What follows belongs to an exercise in optimizing a design on an open flow for small area; a production flow would make more cautious choices. Only simulation tests tie the RTL to the original design; equivalence was not proved. Power and IR drop assume default switching activity.

==> flow/design.v (outline; a module is shown in full before it is edited, if it fits) <==
// module arith_lite: 938 lines
// module al_fa: 4 lines
// module al_han: 4 lines
// module al_sel3: 4 lines
// module al_sel2: 3 lines
module arith_lite(
   input  logic        clk_i,
   input  logic        rst_ni,
   input  logic [31:0] inp_a,
   input  logic [31:0] inp_b,
   input  logic [1:0]  op,
   output logic [31:0] sum_o,
   output logic [31:0] mult_o,
   output logic        eq_o
);
  // ...
==> flow/flow/run.sh <==
#!/bin/bash
set -euo pipefail
bash standard.sh 'BUFFER_PORTS_ARGS=-buffer_cell sky130_fd_sc_hd__buf_1' finish > flow_make.log 2>&1
==> flow/standard.sh <==
#!/bin/bash
# synth_recipe.tcl (not shown) runs the flow's synth.tcl, then flattens the netlist and writes it again
# the make line also repeats each setting of config.mk as NAME=value (left out here)
make -C /OpenROAD-flow-scripts/flow DESIGN_CONFIG=/design/flow/config.mk WORK_HOME=/design/flow/orfs CLKGATE_MAP_FILE= SYNTH_SCRIPT=/design/flow/synth_recipe.tcl "${@:-finish}"
==> flow/config.mk <==
export PLATFORM = sky130hd
export DESIGN_NAME = arith_lite
export DESIGN_NICKNAME = arith_lite
export VERILOG_FILES = /design/flow/design.v
export SDC_FILE = /design/flow/constraint.sdc
export NUM_CORES = 4
export LEC_CHECK = 0
export ABC_AREA = 0
export ABC_CLOCK_PERIOD_IN_PS = 100000
export CAP_MARGIN = 20
export CORE_MARGIN = 2
export CORE_UTILIZATION = 40
export PLACE_DENSITY = 0.5
export SLEW_MARGIN = 20
export SYNTH_HIERARCHICAL = 1
export SYNTH_MINIMUM_KEEP_SIZE = 0
==> flow/constraint.sdc <==
create_clock -name core_clock -period 7.5 [get_ports {clk_i}]
set_input_delay 1.5000 -clock core_clock [delete_from_list [all_inputs] [get_ports {clk_i}]]
set_output_delay 1.5000 -clock core_clock [all_outputs]
set_load 0.01 [all_outputs]
==> key figures, run 1 <==
Floorplanning
  – Initial Utilization: 0.403
  – IO Count: roughly 130

Clock network
  – Clk sinks: around 130
  – Clock buffer depth: 2
  – H-tree Lvls: 4
  – Worst skew pair latency: 460 ps

Yosys
  – Synth cell count leaders: a222oi_1, fa_1, dfxtp_1, inv_1, nor2_1
  – Unique masters post-synth: 45
  – Yosys reg bits: about 130
  – Post-synthesis mux area share: 0.0266
  – Cell area after synthesis: between 0.01 and 0.015 sq mm
  – Share of Yosys cell area claimed by the top area cell type: 0.326
  – Post-Synth Simple-Gate Area: 0.0701

Critical path
  – Max FO, Critical Path: 16
  – Critical path endpoint: rn_q[31]$_DFF_P_
  – Max incr delay on CP: 630 ps
  – Worst path buffer plus inverter count: 3
  – Crit path depth: 25
  – Crit. Startpoint: tag1_q[0]$_DFF_PN0_

Placed design
  – DP Area: around 0.015 sq mm

Pwr
  – Overall power: 5.01 mW
  – P_sw: between 2 and 2.5 mW
  – Combinational power: 3.02 mW
  – Pwr per Cell Area: between 300 and 400 mW/mm^2
  – LEAKAGE: ~5.4 nW

Routing
  – Antenna Nets Post-Route: 0
  – DR WL met2: 23,000 um
  – Drt wl/cell: about 29 um

Cells and area
  – Seq area share: 0.175
  – Area of the multi-input gates: between 0.01 and 0.015 sq mm
  – Flip-flop and latch count: 134
  – Final Non-Filler Cells: between 1,500 and 2,000
  – Biggest Area Class: multi-input gates

Timing
  – Final-report max-slew violation count: 0
  – Peak Freq: approximately 140 MHz
  – Worst-margin pin slew: around 1100 ps

GRT
  – Initial antenna violation count: 0

Outcome
  – Status: finished clean

Run
  – Maxcap violations: 0
==> run 2, diff against run 1 <==
--- a/flow/design.v
+++ b/flow/design.v
@@ -191,48 +191,47 @@
    assign ta_c[29] = ta_G28_0;
    assign ta_c[30] = ta_G29_0;
    assign ta_c[31] = ta_G30_0;
-   assign ta_s[0] = ta_p[0] ^ ta_c[0];
-   assign ta_s[1] = ta_p[1] ^ ta_c[1];
-   assign ta_s[2] = ta_p[2] ^ ta_c[2];
-   assign ta_s[3] = ta_p[3] ^ ta_c[3];
-   assign ta_s[4] = ta_p[4] ^ ta_c[4];
-   assign ta_s[5] = ta_p[5] ^ ta_c[5];
-   assign ta_s[6] = ta_p[6] ^ ta_c[6];
-   assign ta_s[7] = ta_p[7] ^ ta_c[7];
-   assign ta_s[8] = ta_p[8] ^ ta_c[8];
-   assign ta_s[9] = ta_p[9] ^ ta_c[9];
-   assign ta_s[10] = ta_p[10] ^ ta_c[10];
-   assign ta_s[11] = ta_p[11] ^ ta_c[11];
-   assign ta_s[12] = ta_p[12] ^ ta_c[12];
-   assign ta_s[13] = ta_p[13] ^ ta_c[13];
-   assign ta_s[14] = ta_p[14] ^ ta_c[14];
-   assign ta_s[15] = ta_p[15] ^ ta_c[15];
-   assign ta_s[16] = ta_p[16] ^ ta_c[16];
-   assign ta_s[17] = ta_p[17] ^ ta_c[17];
-   assign ta_s[18] = ta_p[18] ^ ta_c[18];
-   assign ta_s[19] = ta_p[19] ^ ta_c[19];
-   assign ta_s[20] = ta_p[20] ^ ta_c[20];
-   assign ta_s[21] = ta_p[21] ^ ta_c[21];
-   assign ta_s[22] = ta_p[22] ^ ta_c[22];
-   assign ta_s[23] = ta_p[23] ^ ta_c[23];
-   assign ta_s[24] = ta_p[24] ^ ta_c[24];
-   assign ta_s[25] = ta_p[25] ^ ta_c[25];
-   assign ta_s[26] = ta_p[26] ^ ta_c[26];
-   assign ta_s[27] = ta_p[27] ^ ta_c[27];
-   assign ta_s[28] = ta_p[28] ^ ta_c[28];
-   assign ta_s[29] = ta_p[29] ^ ta_c[29];
-   assign ta_s[30] = ta_p[30] ^ ta_c[30];
-   assign ta_s[31] = ta_p[31] ^ ta_c[31];
+   al_x2 u_ta_x0 (.a(ta_p[0]), .b(ta_c[0]), .y(ta_s[0]));
+   al_x2 u_ta_x1 (.a(ta_p[1]), .b(ta_c[1]), .y(ta_s[1]));
+   al_x2 u_ta_x2 (.a(ta_p[2]), .b(ta_c[2]), .y(ta_s[2]));
+   al_x2 u_ta_x3 (.a(ta_p[3]), .b(ta_c[3]), .y(ta_s[3]));
+   al_x2 u_ta_x4 (.a(ta_p[4]), .b(ta_c[4]), .y(ta_s[4]));
+   al_x2 u_ta_x5 (.a(ta_p[5]), .b(ta_c[5]), .y(ta_s[5]));
+   al_x2 u_ta_x6 (.a(ta_p[6]), .b(ta_c[6]), .y(ta_s[6]));
+   al_x2 u_ta_x7 (.a(ta_p[7]), .b(ta_c[7]), .y(ta_s[7]));
+   al_x2 u_ta_x8 (.a(ta_p[8]), .b(ta_c[8]), .y(ta_s[8]));
+   al_x2 u_ta_x9 (.a(ta_p[9]), .b(ta_c[9]), .y(ta_s[9]));
+   al_x2 u_ta_x10 (.a(ta_p[10]), .b(ta_c[10]), .y(ta_s[10]));
+   al_x2 u_ta_x11 (.a(ta_p[11]), .b(ta_c[11]), .y(ta_s[11]));
+   al_x2 u_ta_x12 (.a(ta_p[12]), .b(ta_c[12]), .y(ta_s[12]));
+   al_x2 u_ta_x13 (.a(ta_p[13]), .b(ta_c[13]), .y(ta_s[13]));
+   al_x2 u_ta_x14 (.a(ta_p[14]), .b(ta_c[14]), .y(ta_s[14]));
+   al_x2 u_ta_x15 (.a(ta_p[15]), .b(ta_c[15]), .y(ta_s[15]));
+   al_x2 u_ta_x16 (.a(ta_p[16]), .b(ta_c[16]), .y(ta_s[16]));
+   al_x2 u_ta_x17 (.a(ta_p[17]), .b(ta_c[17]), .y(ta_s[17]));
+   al_x2 u_ta_x18 (.a(ta_p[18]), .b(ta_c[18]), .y(ta_s[18]));
+   al_x2 u_ta_x19 (.a(ta_p[19]), .b(ta_c[19]), .y(ta_s[19]));
+   al_x2 u_ta_x20 (.a(ta_p[20]), .b(ta_c[20]), .y(ta_s[20]));
+   al_x2 u_ta_x21 (.a(ta_p[21]), .b(ta_c[21]), .y(ta_s[21]));
+   al_x2 u_ta_x22 (.a(ta_p[22]), .b(ta_c[22]), .y(ta_s[22]));
+   al_x2 u_ta_x23 (.a(ta_p[23]), .b(ta_c[23]), .y(ta_s[23]));
+   al_x2 u_ta_x24 (.a(ta_p[24]), .b(ta_c[24]), .y(ta_s[24]));
+   al_x2 u_ta_x25 (.a(ta_p[25]), .b(ta_c[25]), .y(ta_s[25]));
+   al_x2 u_ta_x26 (.a(ta_p[26]), .b(ta_c[26]), .y(ta_s[26]));
+   al_x2 u_ta_x27 (.a(ta_p[27]), .b(ta_c[27]), .y(ta_s[27]));
+   al_x2 u_ta_x28 (.a(ta_p[28]), .b(ta_c[28]), .y(ta_s[28]));
+   al_x2 u_ta_x29 (.a(ta_p[29]), .b(ta_c[29]), .y(ta_s[29]));
+   al_x2 u_ta_x30 (.a(ta_p[30]), .b(ta_c[30]), .y(ta_s[30]));
+   al_x2 u_ta_x31 (.a(ta_p[31]), .b(ta_c[31]), .y(ta_s[31]));
    wire ta_co = ta_G31_0;
    wire eq1 = ~|ta_p;
+   wire [31:0] t1 = {ta_s[31:1], (op == 2'd2) ? eq1 : ta_s[0]};
    logic [31:0] a_q, b_q, t_q;
-   logic        e1_q;
    logic [1:0]  tag1_q, tag2_q;
    always_ff @(posedge clk_i) begin
       a_q  <= inp_a;
       b_q  <= inp_b;
-      t_q  <= ta_s;
-      e1_q <= eq1;
+      t_q  <= t1;
    end
    always_ff @(posedge clk_i, negedge rst_ni) begin
       if (~rst_ni) begin
@@ -254,7 +253,7 @@
          assign s3[j] = mul & b_q[2*j] & b_q[2*j+1];
       end
    end
-   wire pp0_0;  al_sel2 u_pp0_0 (.s1(s1[0]), .a(a_q[0]), .s3(s3[0]), .t(t_q[0]), .y(pp0_0));
+   wire pp0_0;  al_sel3 u_pp0_0 (.s1(s1[0]), .a(a_q[0]), .s2(1'b0), .b(1'b0), .s3(s3[0]), .t(t_q[0]), .y(pp0_0));
    wire pp0_1;  al_sel3 u_pp0_1 (.s1(s1[0]), .a(a_q[1]), .s2(s2[0]), .b(a_q[0]), .s3(s3[0]), .t(t_q[1]), .y(pp0_1));
    wire pp0_2;  al_sel3 u_pp0_2 (.s1(s1[0]), .a(a_q[2]), .s2(s2[0]), .b(a_q[1]), .s3(s3[0]), .t(t_q[2]), .y(pp0_2));
    wire pp0_3;  al_sel3 u_pp0_3 (.s1(s1[0]), .a(a_q[3]), .s2(s2[0]), .b(a_q[2]), .s3(s3[0]), .t(t_q[3]), .y(pp0_3));
@@ -286,7 +285,7 @@
    wire pp0_29;  al_sel3 u_pp0_29 (.s1(s1[0]), .a(a_q[29]), .s2(s2[0]), .b(a_q[28]), .s3(s3[0]), .t(t_q[29]), .y(pp0_29));
    wire pp0_30;  al_sel3 u_pp0_30 (.s1(s1[0]), .a(a_q[30]), .s2(s2[0]), .b(a_q[29]), .s3(s3[0]), .t(t_q[30]), .y(pp0_30));
    wire pp0_31;  al_sel3 u_pp0_31 (.s1(s1[0]), .a(a_q[31]), .s2(s2[0]), .b(a_q[30]), .s3(s3[0]), .t(t_q[31]), .y(pp0_31));
-   wire pp1_0;  al_sel2 u_pp1_0 (.s1(s1[1]), .a(a_q[0]), .s3(s3[1]), .t(t_q[0]), .y(pp1_0));
+   wire pp1_0;  al_sel3 u_pp1_0 (.s1(s1[1]), .a(a_q[0]), .s2(1'b0), .b(1'b0), .s3(s3[1]), .t(t_q[0]), .y(pp1_0));
    wire pp1_1;  al_sel3 u_pp1_1 (.s1(s1[1]), .a(a_q[1]), .s2(s2[1]), .b(a_q[0]), .s3(s3[1]), .t(t_q[1]), .y(pp1_1));
    wire pp1_2;  al_sel3 u_pp1_2 (.s1(s1[1]), .a(a_q[2]), .s2(s2[1]), .b(a_q[1]), .s3(s3[1]), .t(t_q[2]), .y(pp1_2));
    wire pp1_3;  al_sel3 u_pp1_3 (.s1(s1[1]), .a(a_q[3]), .s2(s2[1]), .b(a_q[2]), .s3(s3[1]), .t(t_q[3]), .y(pp1_3));
@@ -316,7 +315,7 @@
    wire pp1_27;  al_sel3 u_pp1_27 (.s1(s1[1]), .a(a_q[27]), .s2(s2[1]), .b(a_q[26]), .s3(s3[1]), .t(t_q[27]), .y(pp1_27));
    wire pp1_28;  al_sel3 u_pp1_28 (.s1(s1[1]), .a(a_q[28]), .s2(s2[1]), .b(a_q[27]), .s3(s3[1]), .t(t_q[28]), .y(pp1_28));
    wire pp1_29;  al_sel3 u_pp1_29 (.s1(s1[1]), .a(a_q[29]), .s2(s2[1]), .b(a_q[28]), .s3(s3[1]), .t(t_q[29]), .y(pp1_29));
-   wire pp2_0;  al_sel2 u_pp2_0 (.s1(s1[2]), .a(a_q[0]), .s3(s3[2]), .t(t_q[0]), .y(pp2_0));
+   wire pp2_0;  al_sel3 u_pp2_0 (.s1(s1[2]), .a(a_q[0]), .s2(1'b0), .b(1'b0), .s3(s3[2]), .t(t_q[0]), .y(pp2_0));
    wire pp2_1;  al_sel3 u_pp2_1 (.s1(s1[2]), .a(a_q[1]), .s2(s2[2]), .b(a_q[0]), .s3(s3[2]), .t(t_q[1]), .y(pp2_1));
    wire pp2_2;  al_sel3 u_pp2_2 (.s1(s1[2]), .a(a_q[2]), .s2(s2[2]), .b(a_q[1]), .s3(s3[2]), .t(t_q[2]), .y(pp2_2));
    wire pp2_3;  al_sel3 u_pp2_3 (.s1(s1[2]), .a(a_q[3]), .s2(s2[2]), .b(a_q[2]), .s3(s3[2]), .t(t_q[3]), .y(pp2_3));
@@ -344,7 +343,7 @@
    wire pp2_25;  al_sel3 u_pp2_25 (.s1(s1[2]), .a(a_q[25]), .s2(s2[2]), .b(a_q[24]), .s3(s3[2]), .t(t_q[25]), .y(pp2_25));
    wire pp2_26;  al_sel3 u_pp2_26 (.s1(s1[2]), .a(a_q[26]), .s2(s2[2]), .b(a_q[25]), .s3(s3[2]), .t(t_q[26]), .y(pp2_26));
    wire pp2_27;  al_sel3 u_pp2_27 (.s1(s1[2]), .a(a_q[27]), .s2(s2[2]), .b(a_q[26]), .s3(s3[2]), .t(t_q[27]), .y(pp2_27));
-   wire pp3_0;  al_sel2 u_pp3_0 (.s1(s1[3]), .a(a_q[0]), .s3(s3[3]), .t(t_q[0]), .y(pp3_0));
+   wire pp3_0;  al_sel3 u_pp3_0 (.s1(s1[3]), .a(a_q[0]), .s2(1'b0), .b(1'b0), .s3(s3[3]), .t(t_q[0]), .y(pp3_0));
    wire pp3_1;  al_sel3 u_pp3_1 (.s1(s1[3]), .a(a_q[1]), .s2(s2[3]), .b(a_q[0]), .s3(s3[3]), .t(t_q[1]), .y(pp3_1));
    wire pp3_2;  al_sel3 u_pp3_2 (.s1(s1[3]), .a(a_q[2]), .s2(s2[3]), .b(a_q[1]), .s3(s3[3]), .t(t_q[2]), .y(pp3_2));
    wire pp3_3;  al_sel3 u_pp3_3 (.s1(s1[3]), .a(a_q[3]), .s2(s2[3]), .b(a_q[2]), .s3(s3[3]), .t(t_q[3]), .y(pp3_3));
@@ -370,7 +369,7 @@
    wire pp3_23;  al_sel3 u_pp3_23 (.s1(s1[3]), .a(a_q[23]), .s2(s2[3]), .b(a_q[22]), .s3(s3[3]), .t(t_q[23]), .y(pp3_23));
    wire pp3_24;  al_sel3 u_pp3_24 (.s1(s1[3]), .a(a_q[24]), .s2(s2[3]), .b(a_q[23]), .s3(s3[3]), .t(t_q[24]), .y(pp3_24));
    wire pp3_25;  al_sel3 u_pp3_25 (.s1(s1[3]), .a(a_q[25]), .s2(s2[3]), .b(a_q[24]), .s3(s3[3]), .t(t_q[25]), .y(pp3_25));
-   wire pp4_0;  al_sel2 u_pp4_0 (.s1(s1[4]), .a(a_q[0]), .s3(s3[4]), .t(t_q[0]), .y(pp4_0));
+   wire pp4_0;  al_sel3 u_pp4_0 (.s1(s1[4]), .a(a_q[0]), .s2(1'b0), .b(1'b0), .s3(s3[4]), .t(t_q[0]), .y(pp4_0));
    wire pp4_1;  al_sel3 u_pp4_1 (.s1(s1[4]), .a(a_q[1]), .s2(s2[4]), .b(a_q[0]), .s3(s3[4]), .t(t_q[1]), .y(pp4_1));
    wire pp4_2;  al_sel3 u_pp4_2 (.s1(s1[4]), .a(a_q[2]), .s2(s2[4]), .b(a_q[1]), .s3(s3[4]), .t(t_q[2]), .y(pp4_2));
    wire pp4_3;  al_sel3 u_pp4_3 (.s1(s1[4]), .a(a_q[3]), .s2(s2[4]), .b(a_q[2]), .s3(s3[4]), .t(t_q[3]), .y(pp4_3));
@@ -394,7 +393,7 @@
    wire pp4_21;  al_sel3 u_pp4_21 (.s1(s1[4]), .a(a_q[21]), .s2(s2[4]), .b(a_q[20]), .s3(s3[4]), .t(t_q[21]), .y(pp4_21));
    wire pp4_22;  al_sel3 u_pp4_22 (.s1(s1[4]), .a(a_q[22]), .s2(s2[4]), .b(a_q[21]), .s3(s3[4]), .t(t_q[22]), .y(pp4_22));
    wire pp4_23;  al_sel3 u_pp4_23 (.s1(s1[4]), .a(a_q[23]), .s2(s2[4]), .b(a_q[22]), .s3(s3[4]), .t(t_q[23]), .y(pp4_23));
-   wire pp5_0;  al_sel2 u_pp5_0 (.s1(s1[5]), .a(a_q[0]), .s3(s3[5]), .t(t_q[0]), .y(pp5_0));
+   wire pp5_0;  al_sel3 u_pp5_0 (.s1(s1[5]), .a(a_q[0]), .s2(1'b0), .b(1'b0), .s3(s3[5]), .t(t_q[0]), .y(pp5_0));
    wire pp5_1;  al_sel3 u_pp5_1 (.s1(s1[5]), .a(a_q[1]), .s2(s2[5]), .b(a_q[0]), .s3(s3[5]), .t(t_q[1]), .y(pp5_1));
    wire pp5_2;  al_sel3 u_pp5_2 (.s1(s1[5]), .a(a_q[2]), .s2(s2[5]), .b(a_q[1]), .s3(s3[5]), .t(t_q[2]), .y(pp5_2));
    wire pp5_3;  al_sel3 u_pp5_3 (.s1(s1[5]), .a(a_q[3]), .s2(s2[5]), .b(a_q[2]), .s3(s3[5]), .t(t_q[3]), .y(pp5_3));
@@ -416,7 +415,7 @@
    wire pp5_19;  al_sel3 u_pp5_19 (.s1(s1[5]), .a(a_q[19]), .s2(s2[5]), .b(a_q[18]), .s3(s3[5]), .t(t_q[19]), .y(pp5_19));
    wire pp5_20;  al_sel3 u_pp5_20 (.s1(s1[5]), .a(a_q[20]), .s2(s2[5]), .b(a_q[19]), .s3(s3[5]), .t(t_q[20]), .y(pp5_20));
    wire pp5_21;  al_sel3 u_pp5_21 (.s1(s1[5]), .a(a_q[21]), .s2(s2[5]), .b(a_q[20]), .s3(s3[5]), .t(t_q[21]), .y(pp5_21));
-   wire pp6_0;  al_sel2 u_pp6_0 (.s1(s1[6]), .a(a_q[0]), .s3(s3[6]), .t(t_q[0]), .y(pp6_0));
+   wire pp6_0;  al_sel3 u_pp6_0 (.s1(s1[6]), .a(a_q[0]), .s2(1'b0), .b(1'b0), .s3(s3[6]), .t(t_q[0]), .y(pp6_0));
    wire pp6_1;  al_sel3 u_pp6_1 (.s1(s1[6]), .a(a_q[1]), .s2(s2[6]), .b(a_q[0]), .s3(s3[6]), .t(t_q[1]), .y(pp6_1));
    wire pp6_2;  al_sel3 u_pp6_2 (.s1(s1[6]), .a(a_q[2]), .s2(s2[6]), .b(a_q[1]), .s3(s3[6]), .t(t_q[2]), .y(pp6_2));
    wire pp6_3;  al_sel3 u_pp6_3 (.s1(s1[6]), .a(a_q[3]), .s2(s2[6]), .b(a_q[2]), .s3(s3[6]), .t(t_q[3]), .y(pp6_3));
@@ -436,7 +435,7 @@
    wire pp6_17;  al_sel3 u_pp6_17 (.s1(s1[6]), .a(a_q[17]), .s2(s2[6]), .b(a_q[16]), .s3(s3[6]), .t(t_q[17]), .y(pp6_17));
    wire pp6_18;  al_sel3 u_pp6_18 (.s1(s1[6]), .a(a_q[18]), .s2(s2[6]), .b(a_q[17]), .s3(s3[6]), .t(t_q[18]), .y(pp6_18));
    wire pp6_19;  al_sel3 u_pp6_19 (.s1(s1[6]), .a(a_q[19]), .s2(s2[6]), .b(a_q[18]), .s3(s3[6]), .t(t_q[19]), .y(pp6_19));
-   wire pp7_0;  al_sel2 u_pp7_0 (.s1(s1[7]), .a(a_q[0]), .s3(s3[7]), .t(t_q[0]), .y(pp7_0));
+   wire pp7_0;  al_sel3 u_pp7_0 (.s1(s1[7]), .a(a_q[0]), .s2(1'b0), .b(1'b0), .s3(s3[7]), .t(t_q[0]), .y(pp7_0));
    wire pp7_1;  al_sel3 u_pp7_1 (.s1(s1[7]), .a(a_q[1]), .s2(s2[7]), .b(a_q[0]), .s3(s3[7]), .t(t_q[1]), .y(pp7_1));
    wire pp7_2;  al_sel3 u_pp7_2 (.s1(s1[7]), .a(a_q[2]), .s2(s2[7]), .b(a_q[1]), .s3(s3[7]), .t(t_q[2]), .y(pp7_2));
    wire pp7_3;  al_sel3 u_pp7_3 (.s1(s1[7]), .a(a_q[3]), .s2(s2[7]), .b(a_q[2]), .s3(s3[7]), .t(t_q[3]), .y(pp7_3));
@@ -454,7 +453,7 @@
    wire pp7_15;  al_sel3 u_pp7_15 (.s1(s1[7]), .a(a_q[15]), .s2(s2[7]), .b(a_q[14]), .s3(s3[7]), .t(t_q[15]), .y(pp7_15));
    wire pp7_16;  al_sel3 u_pp7_16 (.s1(s1[7]), .a(a_q[16]), .s2(s2[7]), .b(a_q[15]), .s3(s3[7]), .t(t_q[16]), .y(pp7_16));
    wire pp7_17;  al_sel3 u_pp7_17 (.s1(s1[7]), .a(a_q[17]), .s2(s2[7]), .b(a_q[16]), .s3(s3[7]), .t(t_q[17]), .y(pp7_17));
-   wire pp8_0;  al_sel2 u_pp8_0 (.s1(s1[8]), .a(a_q[0]), .s3(s3[8]), .t(t_q[0]), .y(pp8_0));
+   wire pp8_0;  al_sel3 u_pp8_0 (.s1(s1[8]), .a(a_q[0]), .s2(1'b0), .b(1'b0), .s3(s3[8]), .t(t_q[0]), .y(pp8_0));
    wire pp8_1;  al_sel3 u_pp8_1 (.s1(s1[8]), .a(a_q[1]), .s2(s2[8]), .b(a_q[0]), .s3(s3[8]), .t(t_q[1]), .y(pp8_1));
    wire pp8_2;  al_sel3 u_pp8_2 (.s1(s1[8]), .a(a_q[2]), .s2(s2[8]), .b(a_q[1]), .s3(s3[8]), .t(t_q[2]), .y(pp8_2));
    wire pp8_3;  al_sel3 u_pp8_3 (.s1(s1[8]), .a(a_q[3]), .s2(s2[8]), .b(a_q[2]), .s3(s3[8]), .t(t_q[3]), .y(pp8_3));
@@ -470,7 +469,7 @@
    wire pp8_13;  al_sel3 u_pp8_13 (.s1(s1[8]), .a(a_q[13]), .s2(s2[8]), .b(a_q[12]), .s3(s3[8]), .t(t_q[13]), .y(pp8_13));
    wire pp8_14;  al_sel3 u_pp8_14 (.s1(s1[8]), .a(a_q[14]), .s2(s2[8]), .b(a_q[13]), .s3(s3[8]), .t(t_q[14]), .y(pp8_14));
    wire pp8_15;  al_sel3 u_pp8_15 (.s1(s1[8]), .a(a_q[15]), .s2(s2[8]), .b(a_q[14]), .s3(s3[8]), .t(t_q[15]), .y(pp8_15));
-   wire pp9_0;  al_sel2 u_pp9_0 (.s1(s1[9]), .a(a_q[0]), .s3(s3[9]), .t(t_q[0]), .y(pp9_0));
+   wire pp9_0;  al_sel3 u_pp9_0 (.s1(s1[9]), .a(a_q[0]), .s2(1'b0), .b(1'b0), .s3(s3[9]), .t(t_q[0]), .y(pp9_0));
    wire pp9_1;  al_sel3 u_pp9_1 (.s1(s1[9]), .a(a_q[1]), .s2(s2[9]), .b(a_q[0]), .s3(s3[9]), .t(t_q[1]), .y(pp9_1));
    wire pp9_2;  al_sel3 u_pp9_2 (.s1(s1[9]), .a(a_q[2]), .s2(s2[9]), .b(a_q[1]), .s3(s3[9]), .t(t_q[2]), .y(pp9_2));
    wire pp9_3;  al_sel3 u_pp9_3 (.s1(s1[9]), .a(a_q[3]), .s2(s2[9]), .b(a_q[2]), .s3(s3[9]), .t(t_q[3]), .y(pp9_3));
@@ -484,7 +483,7 @@
    wire pp9_11;  al_sel3 u_pp9_11 (.s1(s1[9]), .a(a_q[11]), .s2(s2[9]), .b(a_q[10]), .s3(s3[9]), .t(t_q[11]), .y(pp9_11));
    wire pp9_12;  al_sel3 u_pp9_12 (.s1(s1[9]), .a(a_q[12]), .s2(s2[9]), .b(a_q[11]), .s3(s3[9]), .t(t_q[12]), .y(pp9_12));
    wire pp9_13;  al_sel3 u_pp9_13 (.s1(s1[9]), .a(a_q[13]), .s2(s2[9]), .b(a_q[12]), .s3(s3[9]), .t(t_q[13]), .y(pp9_13));
-   wire pp10_0;  al_sel2 u_pp10_0 (.s1(s1[10]), .a(a_q[0]), .s3(s3[10]), .t(t_q[0]), .y(pp10_0));
+   wire pp10_0;  al_sel3 u_pp10_0 (.s1(s1[10]), .a(a_q[0]), .s2(1'b0), .b(1'b0), .s3(s3[10]), .t(t_q[0]), .y(pp10_0));
    wire pp10_1;  al_sel3 u_pp10_1 (.s1(s1[10]), .a(a_q[1]), .s2(s2[10]), .b(a_q[0]), .s3(s3[10]), .t(t_q[1]), .y(pp10_1));
    wire pp10_2;  al_sel3 u_pp10_2 (.s1(s1[10]), .a(a_q[2]), .s2(s2[10]), .b(a_q[1]), .s3(s3[10]), .t(t_q[2]), .y(pp10_2));
    wire pp10_3;  al_sel3 u_pp10_3 (.s1(s1[10]), .a(a_q[3]), .s2(s2[10]), .b(a_q[2]), .s3(s3[10]), .t(t_q[3]), .y(pp10_3));
@@ -496,7 +495,7 @@
    wire pp10_9;  al_sel3 u_pp10_9 (.s1(s1[10]), .a(a_q[9]), .s2(s2[10]), .b(a_q[8]), .s3(s3[10]), .t(t_q[9]), .y(pp10_9));
    wire pp10_10;  al_sel3 u_pp10_10 (.s1(s1[10]), .a(a_q[10]), .s2(s2[10]), .b(a_q[9]), .s3(s3[10]), .t(t_q[10]), .y(pp10_10));
    wire pp10_11;  al_sel3 u_pp10_11 (.s1(s1[10]), .a(a_q[11]), .s2(s2[10]), .b(a_q[10]), .s3(s3[10]), .t(t_q[11]), .y(pp10_11));
-   wire pp11_0;  al_sel2 u_pp11_0 (.s1(s1[11]), .a(a_q[0]), .s3(s3[11]), .t(t_q[0]), .y(pp11_0));
+   wire pp11_0;  al_sel3 u_pp11_0 (.s1(s1[11]), .a(a_q[0]), .s2(1'b0), .b(1'b0), .s3(s3[11]), .t(t_q[0]), .y(pp11_0));
    wire pp11_1;  al_sel3 u_pp11_1 (.s1(s1[11]), .a(a_q[1]), .s2(s2[11]), .b(a_q[0]), .s3(s3[11]), .t(t_q[1]), .y(pp11_1));
    wire pp11_2;  al_sel3 u_pp11_2 (.s1(s1[11]), .a(a_q[2]), .s2(s2[11]), .b(a_q[1]), .s3(s3[11]), .t(t_q[2]), .y(pp11_2));
    wire pp11_3;  al_sel3 u_pp11_3 (.s1(s1[11]), .a(a_q[3]), .s2(s2[11]), .b(a_q[2]), .s3(s3[11]), .t(t_q[3]), .y(pp11_3));
@@ -506,7 +505,7 @@
    wire pp11_7;  al_sel3 u_pp11_7 (.s1(s1[11]), .a(a_q[7]), .s2(s2[11]), .b(a_q[6]), .s3(s3[11]), .t(t_q[7]), .y(pp11_7));
    wire pp11_8;  al_sel3 u_pp11_8 (.s1(s1[11]), .a(a_q[8]), .s2(s2[11]), .b(a_q[7]), .s3(s3[11]), .t(t_q[8]), .y(pp11_8));
    wire pp11_9;  al_sel3 u_pp11_9 (.s1(s1[11]), .a(a_q[9]), .s2(s2[11]), .b(a_q[8]), .s3(s3[11]), .t(t_q[9]), .y(pp11_9));
-   wire pp12_0;  al_sel2 u_pp12_0 (.s1(s1[12]), .a(a_q[0]), .s3(s3[12]), .t(t_q[0]), .y(pp12_0));
+   wire pp12_0;  al_sel3 u_pp12_0 (.s1(s1[12]), .a(a_q[0]), .s2(1'b0), .b(1'b0), .s3(s3[12]), .t(t_q[0]), .y(pp12_0));
    wire pp12_1;  al_sel3 u_pp12_1 (.s1(s1[12]), .a(a_q[1]), .s2(s2[12]), .b(a_q[0]), .s3(s3[12]), .t(t_q[1]), .y(pp12_1));
    wire pp12_2;  al_sel3 u_pp12_2 (.s1(s1[12]), .a(a_q[2]), .s2(s2[12]), .b(a_q[1]), .s3(s3[12]), .t(t_q[2]), .y(pp12_2));
    wire pp12_3;  al_sel3 u_pp12_3 (.s1(s1[12]), .a(a_q[3]), .s2(s2[12]), .b(a_q[2]), .s3(s3[12]), .t(t_q[3]), .y(pp12_3));
@@ -514,17 +513,17 @@
    wire pp12_5;  al_sel3 u_pp12_5 (.s1(s1[12]), .a(a_q[5]), .s2(s2[12]), .b(a_q[4]), .s3(s3[12]), .t(t_q[5]), .y(pp12_5));
    wire pp12_6;  al_sel3 u_pp12_6 (.s1(s1[12]), .a(a_q[6]), .s2(s2[12]), .b(a_q[5]), .s3(s3[12]), .t(t_q[6]), .y(pp12_6));
    wire pp12_7;  al_sel3 u_pp12_7 (.s1(s1[12]), .a(a_q[7]), .s2(s2[12]), .b(a_q[6]), .s3(s3[12]), .t(t_q[7]), .y(pp12_7));
-   wire pp13_0;  al_sel2 u_pp13_0 (.s1(s1[13]), .a(a_q[0]), .s3(s3[13]), .t(t_q[0]), .y(pp13_0));
+   wire pp13_0;  al_sel3 u_pp13_0 (.s1(s1[13]), .a(a_q[0]), .s2(1'b0), .b(1'b0), .s3(s3[13]), .t(t_q[0]), .y(pp13_0));
    wire pp13_1;  al_sel3 u_pp13_1 (.s1(s1[13]), .a(a_q[1]), .s2(s2[13]), .b(a_q[0]), .s3(s3[13]), .t(t_q[1]), .y(pp13_1));
    wire pp13_2;  al_sel3 u_pp13_2 (.s1(s1[13]), .a(a_q[2]), .s2(s2[13]), .b(a_q[1]), .s3(s3[13]), .t(t_q[2]), .y(pp13_2));
    wire pp13_3;  al_sel3 u_pp13_3 (.s1(s1[13]), .a(a_q[3]), .s2(s2[13]), .b(a_q[2]), .s3(s3[13]), .t(t_q[3]), .y(pp13_3));
    wire pp13_4;  al_sel3 u_pp13_4 (.s1(s1[13]), .a(a_q[4]), .s2(s2[13]), .b(a_q[3]), .s3(s3[13]), .t(t_q[4]), .y(pp13_4));
    wire pp13_5;  al_sel3 u_pp13_5 (.s1(s1[13]), .a(a_q[5]), .s2(s2[13]), .b(a_q[4]), .s3(s3[13]), .t(t_q[5]), .y(pp13_5));
-   wire pp14_0;  al_sel2 u_pp14_0 (.s1(s1[14]), .a(a_q[0]), .s3(s3[14]), .t(t_q[0]), .y(pp14_0));
+   wire pp14_0;  al_sel3 u_pp14_0 (.s1(s1[14]), .a(a_q[0]), .s2(1'b0), .b(1'b0), .s3(s3[14]), .t(t_q[0]), .y(pp14_0));
    wire pp14_1;  al_sel3 u_pp14_1 (.s1(s1[14]), .a(a_q[1]), .s2(s2[14]), .b(a_q[0]), .s3(s3[14]), .t(t_q[1]), .y(pp14_1));
    wire pp14_2;  al_sel3 u_pp14_2 (.s1(s1[14]), .a(a_q[2]), .s2(s2[14]), .b(a_q[1]), .s3(s3[14]), .t(t_q[2]), .y(pp14_2));
    wire pp14_3;  al_sel3 u_pp14_3 (.s1(s1[14]), .a(a_q[3]), .s2(s2[14]), .b(a_q[2]), .s3(s3[14]), .t(t_q[3]), .y(pp14_3));
-   wire pp15_0;  al_sel2 u_pp15_0 (.s1(s1[15]), .a(a_q[0]), .s3(s3[15]), .t(t_q[0]), .y(pp15_0));
+   wire pp15_0;  al_sel3 u_pp15_0 (.s1(s1[15]), .a(a_q[0]), .s2(1'b0), .b(1'b0), .s3(s3[15]), .t(t_q[0]), .y(pp15_0));
    wire pp15_1;  al_sel3 u_pp15_1 (.s1(s1[15]), .a(a_q[1]), .s2(s2[15]), .b(a_q[0]), .s3(s3[15]), .t(t_q[1]), .y(pp15_1));
    wire fs1, fc2;  al_fa u_fs1 (.a(pp0_4), .b(pp1_2), .c(pp2_0), .s(fs1), .co(fc2));
    wire fs3, fc4;  al_fa u_fs3 (.a(pp0_5), .b(pp1_3), .c(pp2_1), .s(fs3), .co(fc4));
@@ -722,71 +721,101 @@
    wire fs387, fc388;  al_fa u_fs387 (.a(fs381), .b(fc358), .c(fs383), .s(fs387), .co(fc388));
    wire fs389, fc390;  al_fa u_fs389 (.a(fc360), .b(fs385), .c(fs387), .s(fs389), .co(fc390));
    wire fs391, fc392;  al_fa u_fs391 (.a(fc362), .b(fs389), .c(fc364), .s(fs391), .co(fc392));
-   wire c31x = ^{pp0_31, pp10_11, pp11_9, pp12_7, pp13_5, pp14_3, pp15_1, pp1_29, pp2_27, pp3_25, pp4_23, pp5_21, pp6_19, pp7_17, pp8_15, pp9_13, fc366, fc368, fc370, fc372, fc374, fc376, fc378, fc380, fc382, fc384, fc386, fc388, fc390, fc392};
+   wire xs393;  al_x2 u_xs393 (.a(pp0_31), .b(pp10_11), .y(xs393));
+   wire xs394;  al_x2 u_xs394 (.a(pp11_9), .b(pp12_7), .y(xs394));
+   wire xs395;  al_x2 u_xs395 (.a(pp13_5), .b(pp14_3), .y(xs395));
+   wire xs396;  al_x2 u_xs396 (.a(pp15_1), .b(pp1_29), .y(xs396));
+   wire xs397;  al_x2 u_xs397 (.a(pp2_27), .b(pp3_25), .y(xs397));
+   wire xs398;  al_x2 u_xs398 (.a(pp4_23), .b(pp5_21), .y(xs398));
+   wire xs399;  al_x2 u_xs399 (.a(pp6_19), .b(pp7_17), .y(xs399));
+   wire xs400;  al_x2 u_xs400 (.a(pp8_15), .b(pp9_13), .y(xs400));
+   wire xs401;  al_x2 u_xs401 (.a(xs393), .b(xs394), .y(xs401));
+   wire xs402;  al_x2 u_xs402 (.a(xs395), .b(xs396), .y(xs402));
+   wire xs403;  al_x2 u_xs403 (.a(xs397), .b(xs398), .y(xs403));
+   wire xs404;  al_x2 u_xs404 (.a(xs399), .b(xs400), .y(xs404));
+   wire xs405;  al_x2 u_xs405 (.a(xs401), .b(xs402), .y(xs405));
+   wire xs406;  al_x2 u_xs406 (.a(xs403), .b(xs404), .y(xs406));
+   wire xs407;  al_x2 u_xs407 (.a(fc366), .b(fc368), .y(xs407));
+   wire xs408;  al_x2 u_xs408 (.a(fc370), .b(fc372), .y(xs408));
+   wire xs409;  al_x2 u_xs409 (.a(fc374), .b(xs405), .y(xs409));
+   wire xs410;  al_x2 u_xs410 (.a(xs406), .b(xs407), .y(xs410));
+   wire xs411;  al_x2 u_xs411 (.a(xs408), .b(xs409), .y(xs411));
+   wire xs412;  al_x2 u_xs412 (.a(xs410), .b(fc376), .y(xs412));
+   wire xs413;  al_x2 u_xs413 (.a(fc378), .b(xs411), .y(xs413));
+   wire xs414;  al_x2 u_xs414 (.a(fc380), .b(xs412), .y(xs414));
+   wire xs415;  al_x2 u_xs415 (.a(xs413), .b(xs414), .y(xs415));
+   wire xs416;  al_x2 u_xs416 (.a(fc382), .b(fc384), .y(xs416));
+   wire xs417;  al_x2 u_xs417 (.a(xs415), .b(xs416), .y(xs417));
+   wire xs418;  al_x2 u_xs418 (.a(xs417), .b(fc386), .y(xs418));
+   wire xs419;  al_x2 u_xs419 (.a(fc388), .b(xs418), .y(xs419));
+   wire xs420;  al_x2 u_xs420 (.a(xs419), .b(fc390), .y(xs420));
+   wire xs421;  al_x2 u_xs421 (.a(xs420), .b(fc392), .y(xs421));
+   wire c31x = xs421;
    logic [30:0] fa_p, fa_g, fa_c, fa_s;
    assign fa_p[0] = pp0_0 ^ 1'b1;
-   assign fa_g[0] = ~(pp0_0 | 1'b1);
+   assign fa_g[0] = pp0_0 & 1'b1;
    assign fa_p[1] = pp0_1 ^ 1'b1;
-   assign fa_g[1] = ~(pp0_1 | 1'b1);
+   assign fa_g[1] = pp0_1 & 1'b1;
    assign fa_p[2] = pp0_2 ^ pp1_0;
-   assign fa_g[2] = ~(pp0_2 | pp1_0);
+   assign fa_g[2] = pp0_2 & pp1_0;
    assign fa_p[3] = pp0_3 ^ pp1_1;
-   assign fa_g[3] = ~(pp0_3 | pp1_1);
+   assign fa_g[3] = pp0_3 & pp1_1;
    assign fa_p[4] = fs1 ^ 1'b1;
-   assign fa_g[4] = ~(fs1 | 1'b1);
+   assign fa_g[4] = fs1 & 1'b1;
    assign fa_p[5] = fc2 ^ fs3;
-   assign fa_g[5] = ~(fc2 | fs3);
+   assign fa_g[5] = fc2 & fs3;
    assign fa_p[6] = fs7 ^ 1'b1;
-   assign fa_g[6] = ~(fs7 | 1'b1);
+   assign fa_g[6] = fs7 & 1'b1;
    assign fa_p[7] = fc8 ^ fs11;
-   assign fa_g[7] = ~(fc8 | fs11);
+   assign fa_g[7] = fc8 & fs11;
    assign fa_p[8] = fs17 ^ 1'b1;
-   assign fa_g[8] = ~(fs17 | 1'b1);
+   assign fa_g[8] = fs17 & 1'b1;
    assign fa_p[9] = fc18 ^ fs23;
-   assign fa_g[9] = ~(fc18 | fs23);
+   assign fa_g[9] = fc18 & fs23;
    assign fa_p[10] = fs31 ^ 1'b1;
-   assign fa_g[10] = ~(fs31 | 1'b1);
+   assign fa_g[10] = fs31 & 1'b1;
    assign fa_p[11] = fs39 ^ fc32;
-   assign fa_g[11] = ~(fs39 | fc32);
+   assign fa_g[11] = fs39 & fc32;
    assign fa_p[12] = fs49 ^ 1'b1;
-   assign fa_g[12] = ~(fs49 | 1'b1);
+   assign fa_g[12] = fs49 & 1'b1;
    assign fa_p[13] = fc50 ^ fs59;
-   assign fa_g[13] = ~(fc50 | fs59);
+   assign fa_g[13] = fc50 & fs59;
    assign fa_p[14] = fs71 ^ 1'b1;
-   assign fa_g[14] = ~(fs71 | 1'b1);
+   assign fa_g[14] = fs71 & 1'b1;
    assign fa_p[15] = fs83 ^ fc72;
-   assign fa_g[15] = ~(fs83 | fc72);
+   assign fa_g[15] = fs83 & fc72;
    assign fa_p[16] = fs97 ^ 1'b1;
-   assign fa_g[16] = ~(fs97 | 1'b1);
+   assign fa_g[16] = fs97 & 1'b1;
    assign fa_p[17] = fc98 ^ fs111;
-   assign fa_g[17] = ~(fc98 | fs111);
+   assign fa_g[17] = fc98 & fs111;
    assign fa_p[18] = fs127 ^ 1'b1;
-   assign fa_g[18] = ~(fs127 | 1'b1);
+   assign fa_g[18] = fs127 & 1'b1;
    assign fa_p[19] = fs143 ^ fc128;
-   assign fa_g[19] = ~(fs143 | fc128);
+   assign fa_g[19] = fs143 & fc128;
    assign fa_p[20] = fs161 ^ 1'b1;
-   assign fa_g[20] = ~(fs161 | 1'b1);
+   assign fa_g[20] = fs161 & 1'b1;
    assign fa_p[21] = fs179 ^ fc162;
-   assign fa_g[21] = ~(fs179 | fc162);
+   assign fa_g[21] = fs179 & fc162;
    assign fa_p[22] = fs199 ^ 1'b1;
-   assign fa_g[22] = ~(fs199 | 1'b1);
+   assign fa_g[22] = fs199 & 1'b1;
    assign fa_p[23] = fs219 ^ fc200;
-   assign fa_g[23] = ~(fs219 | fc200);
+   assign fa_g[23] = fs219 & fc200;
    assign fa_p[24] = fs241 ^ 1'b1;
-   assign fa_g[24] = ~(fs241 | 1'b1);
+   assign fa_g[24] = fs241 & 1'b1;
    assign fa_p[25] = fs263 ^ fc242;
-   assign fa_g[25] = ~(fs263 | fc242);
+   assign fa_g[25] = fs263 & fc242;
    assign fa_p[26] = fs287 ^ 1'b1;
-   assign fa_g[26] = ~(fs287 | 1'b1);
+   assign fa_g[26] = fs287 & 1'b1;
    assign fa_p[27] = fs311 ^ fc288;
-   assign fa_g[27] = ~(fs311 | fc288);
+   assign fa_g[27] = fs311 & fc288;
    assign fa_p[28] = fs337 ^ 1'b1;
-   assign fa_g[28] = ~(fs337 | 1'b1);
+   assign fa_g[28] = fs337 & 1'b1;
    assign fa_p[29] = fs363 ^ fc338;
-   assign fa_g[29] = ~(fs363 | fc338);
+   assign fa_g[29] = fs363 & fc338;
    assign fa_p[30] = fs391 ^ 1'b1;
-   assign fa_g[30] = ~(fs391 | 1'b1);
-   wire fa_G1_0 = fa_g[1] | (fa_p[1] & fa_g[0]);
+   assign fa_g[30] = fs391 & 1'b1;
+   wire fa_g0c = fa_g[0] | (fa_p[0] & 1'b1);
+   wire fa_G1_0 = fa_g[1] | (fa_p[1] & fa_g0c);
    wire fa_G3_2 = fa_g[3] | (fa_p[3] & fa_g[2]);
    wire fa_P3_2 = fa_p[3] & fa_p[2];
    wire fa_G5_4 = fa_g[5] | (fa_p[5] & fa_g[4]);
@@ -860,8 +889,8 @@
    wire fa_G26_0 = fa_g[26] | (fa_p[26] & fa_G25_0);
    wire fa_G28_0 = fa_g[28] | (fa_p[28] & fa_G27_0);
    wire fa_G30_0 = fa_g[30] | (fa_p[30] & fa_G29_0);
-   assign fa_c[0] = 1'b0;
-   assign fa_c[1] = fa_g[0];
+   assign fa_c[0] = 1'b1;
+   assign fa_c[1] = fa_g0c;
    assign fa_c[2] = fa_G1_0;
    assign fa_c[3] = fa_G2_0;
    assign fa_c[4] = fa_G3_0;
@@ -891,63 +920,63 @@
    assign fa_c[28] = fa_G27_0;
    assign fa_c[29] = fa_G28_0;
    assign fa_c[30] = fa_G29_0;
-   assign fa_s[0] = fa_p[0] ^ fa_c[0];
-   assign fa_s[1] = fa_p[1] ^ fa_c[1];
-   assign fa_s[2] = fa_p[2] ^ fa_c[2];
-   assign fa_s[3] = fa_p[3] ^ fa_c[3];
-   assign fa_s[4] = fa_p[4] ^ fa_c[4];
-   assign fa_s[5] = fa_p[5] ^ fa_c[5];
-   assign fa_s[6] = fa_p[6] ^ fa_c[6];
-   assign fa_s[7] = fa_p[7] ^ fa_c[7];
-   assign fa_s[8] = fa_p[8] ^ fa_c[8];
-   assign fa_s[9] = fa_p[9] ^ fa_c[9];
-   assign fa_s[10] = fa_p[10] ^ fa_c[10];
-   assign fa_s[11] = fa_p[11] ^ fa_c[11];
-   assign fa_s[12] = fa_p[12] ^ fa_c[12];
-   assign fa_s[13] = fa_p[13] ^ fa_c[13];
-   assign fa_s[14] = fa_p[14] ^ fa_c[14];
-   assign fa_s[15] = fa_p[15] ^ fa_c[15];
-   assign fa_s[16] = fa_p[16] ^ fa_c[16];
-   assign fa_s[17] = fa_p[17] ^ fa_c[17];
-   assign fa_s[18] = fa_p[18] ^ fa_c[18];
-   assign fa_s[19] = fa_p[19] ^ fa_c[19];
-   assign fa_s[20] = fa_p[20] ^ fa_c[20];
-   assign fa_s[21] = fa_p[21] ^ fa_c[21];
-   assign fa_s[22] = fa_p[22] ^ fa_c[22];
-   assign fa_s[23] = fa_p[23] ^ fa_c[23];
-   assign fa_s[24] = fa_p[24] ^ fa_c[24];
-   assign fa_s[25] = fa_p[25] ^ fa_c[25];
-   assign fa_s[26] = fa_p[26] ^ fa_c[26];
-   assign fa_s[27] = fa_p[27] ^ fa_c[27];
-   assign fa_s[28] = fa_p[28] ^ fa_c[28];
-   assign fa_s[29] = fa_p[29] ^ fa_c[29];
-   assign fa_s[30] = fa_p[30] ^ fa_c[30];
+   al_x2 u_fa_x0 (.a(fa_p[0]), .b(fa_c[0]), .y(fa_s[0]));
+   al_x2 u_fa_x1 (.a(fa_p[1]), .b(fa_c[1]), .y(fa_s[1]));
+   al_x2 u_fa_x2 (.a(fa_p[2]), .b(fa_c[2]), .y(fa_s[2]));
+   al_x2 u_fa_x3 (.a(fa_p[3]), .b(fa_c[3]), .y(fa_s[3]));
+   al_x2 u_fa_x4 (.a(fa_p[4]), .b(fa_c[4]), .y(fa_s[4]));
+   al_x2 u_fa_x5 (.a(fa_p[5]), .b(fa_c[5]), .y(fa_s[5]));
+   al_x2 u_fa_x6 (.a(fa_p[6]), .b(fa_c[6]), .y(fa_s[6]));
+   al_x2 u_fa_x7 (.a(fa_p[7]), .b(fa_c[7]), .y(fa_s[7]));
+   al_x2 u_fa_x8 (.a(fa_p[8]), .b(fa_c[8]), .y(fa_s[8]));
+   al_x2 u_fa_x9 (.a(fa_p[9]), .b(fa_c[9]), .y(fa_s[9]));
+   al_x2 u_fa_x10 (.a(fa_p[10]), .b(fa_c[10]), .y(fa_s[10]));
+   al_x2 u_fa_x11 (.a(fa_p[11]), .b(fa_c[11]), .y(fa_s[11]));
+   al_x2 u_fa_x12 (.a(fa_p[12]), .b(fa_c[12]), .y(fa_s[12]));
+   al_x2 u_fa_x13 (.a(fa_p[13]), .b(fa_c[13]), .y(fa_s[13]));
+   al_x2 u_fa_x14 (.a(fa_p[14]), .b(fa_c[14]), .y(fa_s[14]));
+   al_x2 u_fa_x15 (.a(fa_p[15]), .b(fa_c[15]), .y(fa_s[15]));
+   al_x2 u_fa_x16 (.a(fa_p[16]), .b(fa_c[16]), .y(fa_s[16]));
+   al_x2 u_fa_x17 (.a(fa_p[17]), .b(fa_c[17]), .y(fa_s[17]));
+   al_x2 u_fa_x18 (.a(fa_p[18]), .b(fa_c[18]), .y(fa_s[18]));
+   al_x2 u_fa_x19 (.a(fa_p[19]), .b(fa_c[19]), .y(fa_s[19]));
+   al_x2 u_fa_x20 (.a(fa_p[20]), .b(fa_c[20]), .y(fa_s[20]));
+   al_x2 u_fa_x21 (.a(fa_p[21]), .b(fa_c[21]), .y(fa_s[21]));
+   al_x2 u_fa_x22 (.a(fa_p[22]), .b(fa_c[22]), .y(fa_s[22]));
+   al_x2 u_fa_x23 (.a(fa_p[23]), .b(fa_c[23]), .y(fa_s[23]));
+   al_x2 u_fa_x24 (.a(fa_p[24]), .b(fa_c[24]), .y(fa_s[24]));
+   al_x2 u_fa_x25 (.a(fa_p[25]), .b(fa_c[25]), .y(fa_s[25]));
+   al_x2 u_fa_x26 (.a(fa_p[26]), .b(fa_c[26]), .y(fa_s[26]));
+   al_x2 u_fa_x27 (.a(fa_p[27]), .b(fa_c[27]), .y(fa_s[27]));
+   al_x2 u_fa_x28 (.a(fa_p[28]), .b(fa_c[28]), .y(fa_s[28]));
+   al_x2 u_fa_x29 (.a(fa_p[29]), .b(fa_c[29]), .y(fa_s[29]));
+   al_x2 u_fa_x30 (.a(fa_p[30]), .b(fa_c[30]), .y(fa_s[30]));
    wire fa_co = fa_G30_0;
-   wire [31:0] r = {c31x ^ fa_co, fa_s[30], fa_s[29], fa_s[28], fa_s[27], fa_s[26], fa_s[25], fa_s[24], fa_s[23], fa_s[22], fa_s[21], fa_s[20], fa_s[19], fa_s[18], fa_s[17], fa_s[16], fa_s[15], fa_s[14], fa_s[13], fa_s[12], fa_s[11], fa_s[10], fa_s[9], fa_s[8], fa_s[7], fa_s[6], fa_s[5], fa_s[4], fa_s[3], fa_s[2], fa_s[1], fa_s[0]};
+   wire rn31;  al_x2 u_rn31 (.a(c31x), .b(fa_co), .y(rn31));
+   wire [31:0] rn = {rn31, fa_s[30], fa_s[29], fa_s[28], fa_s[27], fa_s[26], fa_s[25], fa_s[24], fa_s[23], fa_s[22], fa_s[21], fa_s[20], fa_s[19], fa_s[18], fa_s[17], fa_s[16], fa_s[15], fa_s[14], fa_s[13], fa_s[12], fa_s[11], fa_s[10], fa_s[9], fa_s[8], fa_s[7], fa_s[6], fa_s[5], fa_s[4], fa_s[3], fa_s[2], fa_s[1], fa_s[0]};
    logic [31:0] rn_q;
-   logic        e2_q;
    always_ff @(posedge clk_i) begin
-      rn_q <= ~r;
-      e2_q <= e1_q;
+      rn_q <= rn;
    end
    wire add_n = ~(tag2_q == 2'b01);
    wire mul_n = ~(tag2_q == 2'b10);
    assign sum_o  = ~(rn_q | {32{add_n}});
    assign mult_o = ~(rn_q | {32{mul_n}});
-   assign eq_o   = e2_q & (tag2_q == 2'b11);
+   wire eq_n  = ~(tag2_q == 2'b11);
+   assign eq_o   = ~(rn_q[0] | eq_n);
 endmodule
 module al_fa(input logic a, input logic b, input logic c, output logic s, output logic co);
    assign s  = a ^ b ^ c;
    assign co = (a & b) | (a & c) | (b & c);
 endmodule
-module al_han(input logic a, input logic b, output logic s, output logic co);
-   assign s  = ~(a ^ b);
-   assign co = a | b;
+module al_ha(input logic a, input logic b, output logic s, output logic co);
+   assign s  = a ^ b;
+   assign co = a & b;
+endmodule
+module al_x2(input logic a, input logic b, output logic y);
+   assign y = a ^ b;
 endmodule
 module al_sel3(input logic s1, input logic a, input logic s2, input logic b,
                input logic s3, input logic t, output logic y);
    assign y = ~((s1 & a) | (s2 & b) | (s3 & t));
 endmodule
-module al_sel2(input logic s1, input logic a, input logic s3, input logic t, output logic y);
-   assign y = ~((s1 & a) | (s3 & t));
-endmodule
--- a/flow/config.mk
+++ b/flow/config.mk
@@ -10,6 +10,8 @@
 export CAP_MARGIN = 20
 export CORE_MARGIN = 2
 export CORE_UTILIZATION = 40
+export CTS_BUF_LIST = sky130_fd_sc_hd__clkbuf_8
+export GPL_TIMING_DRIVEN = 0
 export PLACE_DENSITY = 0.5
 export SLEW_MARGIN = 20
 export SYNTH_HIERARCHICAL = 1
==> run 2 against run 1 <==
Effect of this change: still clean; wire length down 1.9%; power grew 13%; sequential power increased by 8%; hold slack gained 69 ps; register-to-register slack improved by 140 ps; synthesized cell count fell by 1.2%; final area decreased by 3.9%; synthesized area down 1.9%; utilization down 0.69 points; first-iteration DRC count is 15% higher; die area decreased by 1.8%; largest cell class unchanged; largest power group unchanged.
==> key figures, run 2 <==
Yosys
  – Post-synth EDFFs: 0
  – Synth cell count leaders: a222oi_1, fa_1, dfxtp_1, xor2_1, nor2_1
  – Unique masters post-synth: 47 (+4.4%)
  – Register area share after synthesis: 0.208
  – Top cells by area, synth: fa_1, a222oi_1, dfxtp_1
  – Cell area after synthesis: 0.0128 sq mm (-1.9%)
  – Yosys warns: 7
  – Share of Yosys cell area claimed by the top area cell type: 0.306 (-0.0203)
  – Yosys reg bits: 132 (-1.5%)
  – Synth Area per Inst: about 12 sq um
  – Syn Inst Count: between 1,000 and 1,500
  – Yosys top cell by area: fa_1
  – Synth Flop Type: dfxtp_1
  – Count leader, synth: a222oi_1
  – Post-synth ARST share: 0.0303

Clock network
  – Clock buffer depth: 2 (unchanged)
  – Hold buffers post-CTS: 0
  – TritonCTS Buffers: 17
  – CTS tree: built
  – Clk slew on worst S/H paths: about 90 ps
  – Setup bufs post-CTS: 0
  – Clk sinks: 132 (-1.5%)
  – Worst skew pair latency: 510 ps (+50 ps)
  – H-tree Lvls: 4 (unchanged)
  – Root buffer cell: clkbuf_8

GRT
  – First-pass GRT wire length: around 77,000 um
  – Met2 Usage GRT: 0.485
  – Met3 Use GR: 0.0782
  – Overall global routing resource usage: 0.308
  – Initial antenna violation count: 0 (unchanged)
  – Most Used Layer, Global Route: met2
  – GR Layer Usage met1: 0.391
  – Final global-route overflow total: 0
  – Pin count of the biggest net entering global routing: 32
  – Number of global-route vias before repair: between 10,000 and 15,000

Pwr
  – Pwr per Cell Area: 380 mW/mm^2 (+17%)
  – LEAKAGE: 4.84 nW (-9.7%)
  – Worst vdd ir: between 0.0002 and 0.0003 V

Cells and area
  – Commonest non-fill, non-tap cell in the layout: a222oi_1
  – # diodes: 0
  – Final Non-Filler Cells: 1,739 (-4.1%)
  – Most frequent cells in the layout: a222oi_1, fa_1, buf_1, dfxtp_1, xor2_1
  – Synth-to-Final Area Change: 16.1%
  – Layout cells sized above 1: 0.105
  – Layout net count: approximately 1,600

Routing
  – Vias after detailed routing: approximately 12,000
  – Vias/cell: roughly 7.1
  – Routed WL: slightly above 50,000 um
  – Antenna Nets Post-Route: 0 (unchanged)
  – First DRT Iteration DRCs: 3,769
  – Drt wl/cell: 29.9 um (+2.3%)
  – Drt pass-1 iters: 17
  – Residual DRC: 0

Floorplanning
  – Die area: between 0.03 and 0.04 sq mm
  – Initial Utilization: 0.406 (+0.00266)
  – IO Count: 133 (unchanged)
  – Die Ht: approximately 180 um
  – FP Rows: 65
  – Core area: ~0.032 sq mm
  – Die width: between 150 and 200 um

Placed design
  – I/O Buffers: approximately 130
  – Gpl congestion: roughly 0.9
  – Placed Instances: 1,707
  – HPWL after DPL: roughly 36,000 um

Timing
  – RSZ-0062 raised after global routing: false
  – Final hold vios: 0
  – Setup Viol. Count Final: 0
  – Setup Skew: about 24 ps
  – Slew headroom: 0.159
  – WHS: 398 ps
  – Peak Freq: 141 MHz (+1.9%)
  – Final min period: approximately 7000 ps
  – Crit share post-route: 0.948
  – Worst-margin pin slew: 1260 ps (+137 ps)
  – Final-report max-slew violation count: 0 (unchanged)

Critical path
  – Setup crit end kind: flop
  – Worst Setup Start Kind: flop
  – Max FO, Critical Path: 11 (-5)
  – CP Class: reg2reg
  – Worst EP arrival: approximately 7500 ps
  – Critical path required time: 7880 ps

Outcome
  – Status: finished clean

Run
  – Maxcap violations: 0 (unchanged)

Hold path
  – Hold Path Class: reg2reg
## run 2: repair_timing
action / in CTS / in global routing
pin swaps: 0 / 1
hold endpoints to repair: 0 / 0
gates cloned: 0 / 0
resized for setup: 15 / 8
setup endpoints to repair: 8 / 5
## run 2: cell type report
| class | count | area [sq um] |
|---|---|---|
| Fill cell | 2997 | 16700 |
| Sequential cell | 132 | 2670 |
| Multi-Input combinational cell | 968 | 10300 |
| Clock inverter | 15 | 198 |
| Tap cell | 402 | 503 |
| Clock buffer | 17 | 234 |
| Buffer | 15 | 62.6 |
| Timing Repair Buffer | 162 | 828 |
| Inverter | 28 | 105 |
## run 2: metrics by stage
stage / area [sq um] / setup TNS (ps) / power [mW] / utilization / setup slack [ps]
floorplan: 12900 / 0 / 3.90 / - / 64.8
global placement: 13900 / -53400 / 4.91 / 0.442 / -3690
detailed placement: 14400 / -2540 / 4.98 / 0.456 / -578
CTS: 14900 / 0 / 5.70 / 0.471 / 5.32
global route: 14900 / 0 / 6.22 / 0.472 / 13.1
finish: 14900 / 0 / 5.65 / 0.472 / 388
## run 2: logic make-up (layout without fill, tap and decap cells)
logic type / after synthesis / count (layout) / share of synthesized area
xor gates and xnor gates: 94 / 94 / 0.0642
and+or+nand+nor: 213 / 213 / 0.0799
buffers and inverters: 43 / 237 / 0.0126
adders and majority gates: 245 / 245 / 0.354
AOI/OAI and AO/OA: 349 / 349 / 0.254
muxes: 31 / 31 / 0.0271
other: 2 / 36 / 0.000586
DFF: 132 / 132 / 0.208
## run 2: path summary, 6_finish.rpt
check	from	to	slack [ps]	cells past startpoint
worst max-delay path	tag1_q[0]$_DFF_PN0_	rn_q[30]$_DFF_P_	390	20
worst min-delay path	tag1_q[1]$_DFF_PN0_	tag2_q[1]$_DFF_PN0_	400	0
worst max register to register	tag1_q[0]$_DFF_PN0_	rn_q[30]$_DFF_P_	390	20
worst min register to register	tag1_q[1]$_DFF_PN0_	tag2_q[1]$_DFF_PN0_	400	0
max in group asynchronous	rst_ni	tag1_q[0]$_DFF_PN0_	6530	1
min in group asynchronous	rst_ni	tag2_q[1]$_DFF_PN0_	800	1
## run 2: routing by layer
layer,routed length (um),vias up
li1,-,5071
met4,2720,0
met1,19400,5998
met5,0,-
met2,23300,1038
met3,6560,182
## run 2: worst max-delay path: stages (launching register included)
cell	delay [ps]
dfrtp_1	390
nand2b_1	200
clkbuf_2	370
nor3b_2	630
buf_4	260
buf_4	200
a222oi_1	140
fa_1	500
fa_1	450
fa_1	460
fa_1	440
fa_1	410
ha_1	370
a211o_1	360
a2111oi_2	460
o2111ai_1	200
a21oi_2	300
o21ai_0	240
o21ai_0	300
nand2b_1	110
xor2_1	180
## run 2: per-module statistics from Yosys, one instance, submodules excluded
module      flip-flops and latches  times used
al_fa                            0         196
al_sel3                          0         272
al_x2                            0          93
arith_lite                     132           1
## run 2: power by group
part | switching (mW) | internal [mW]
registers | 0.321 | 0.939
clock network | 0.365 | 0.317
logic | 2.08 | 1.63

==> separate check: timing with driven ports <==
The results above use ideal ports. As a check the final layouts listed here were re-extracted and re-timed, cells and wires unchanged. Step 1 assumes that a clkbuf_16 drives the clock port and a buf_2 every other input. Step 2 moves the port delays by t, midway between the first and last clock arrival at a register: inputs arrive t later, outputs are due t later. That takes back most of the time a late clock gives input paths. Three values: no drivers, after step 1, after step 2; two values: the first two.
run | t, ns | setup slack, ns | latest minus earliest clock arrival (ns)
run 1 | 0.502 | 0.251 / 0.251 / 0.251 | 0.022 / 0.021
run 2 | 0.546 | 0.388 / 0.388 / 0.388 | 0.025 / 0.025
After both steps every run listed still meets setup and hold.
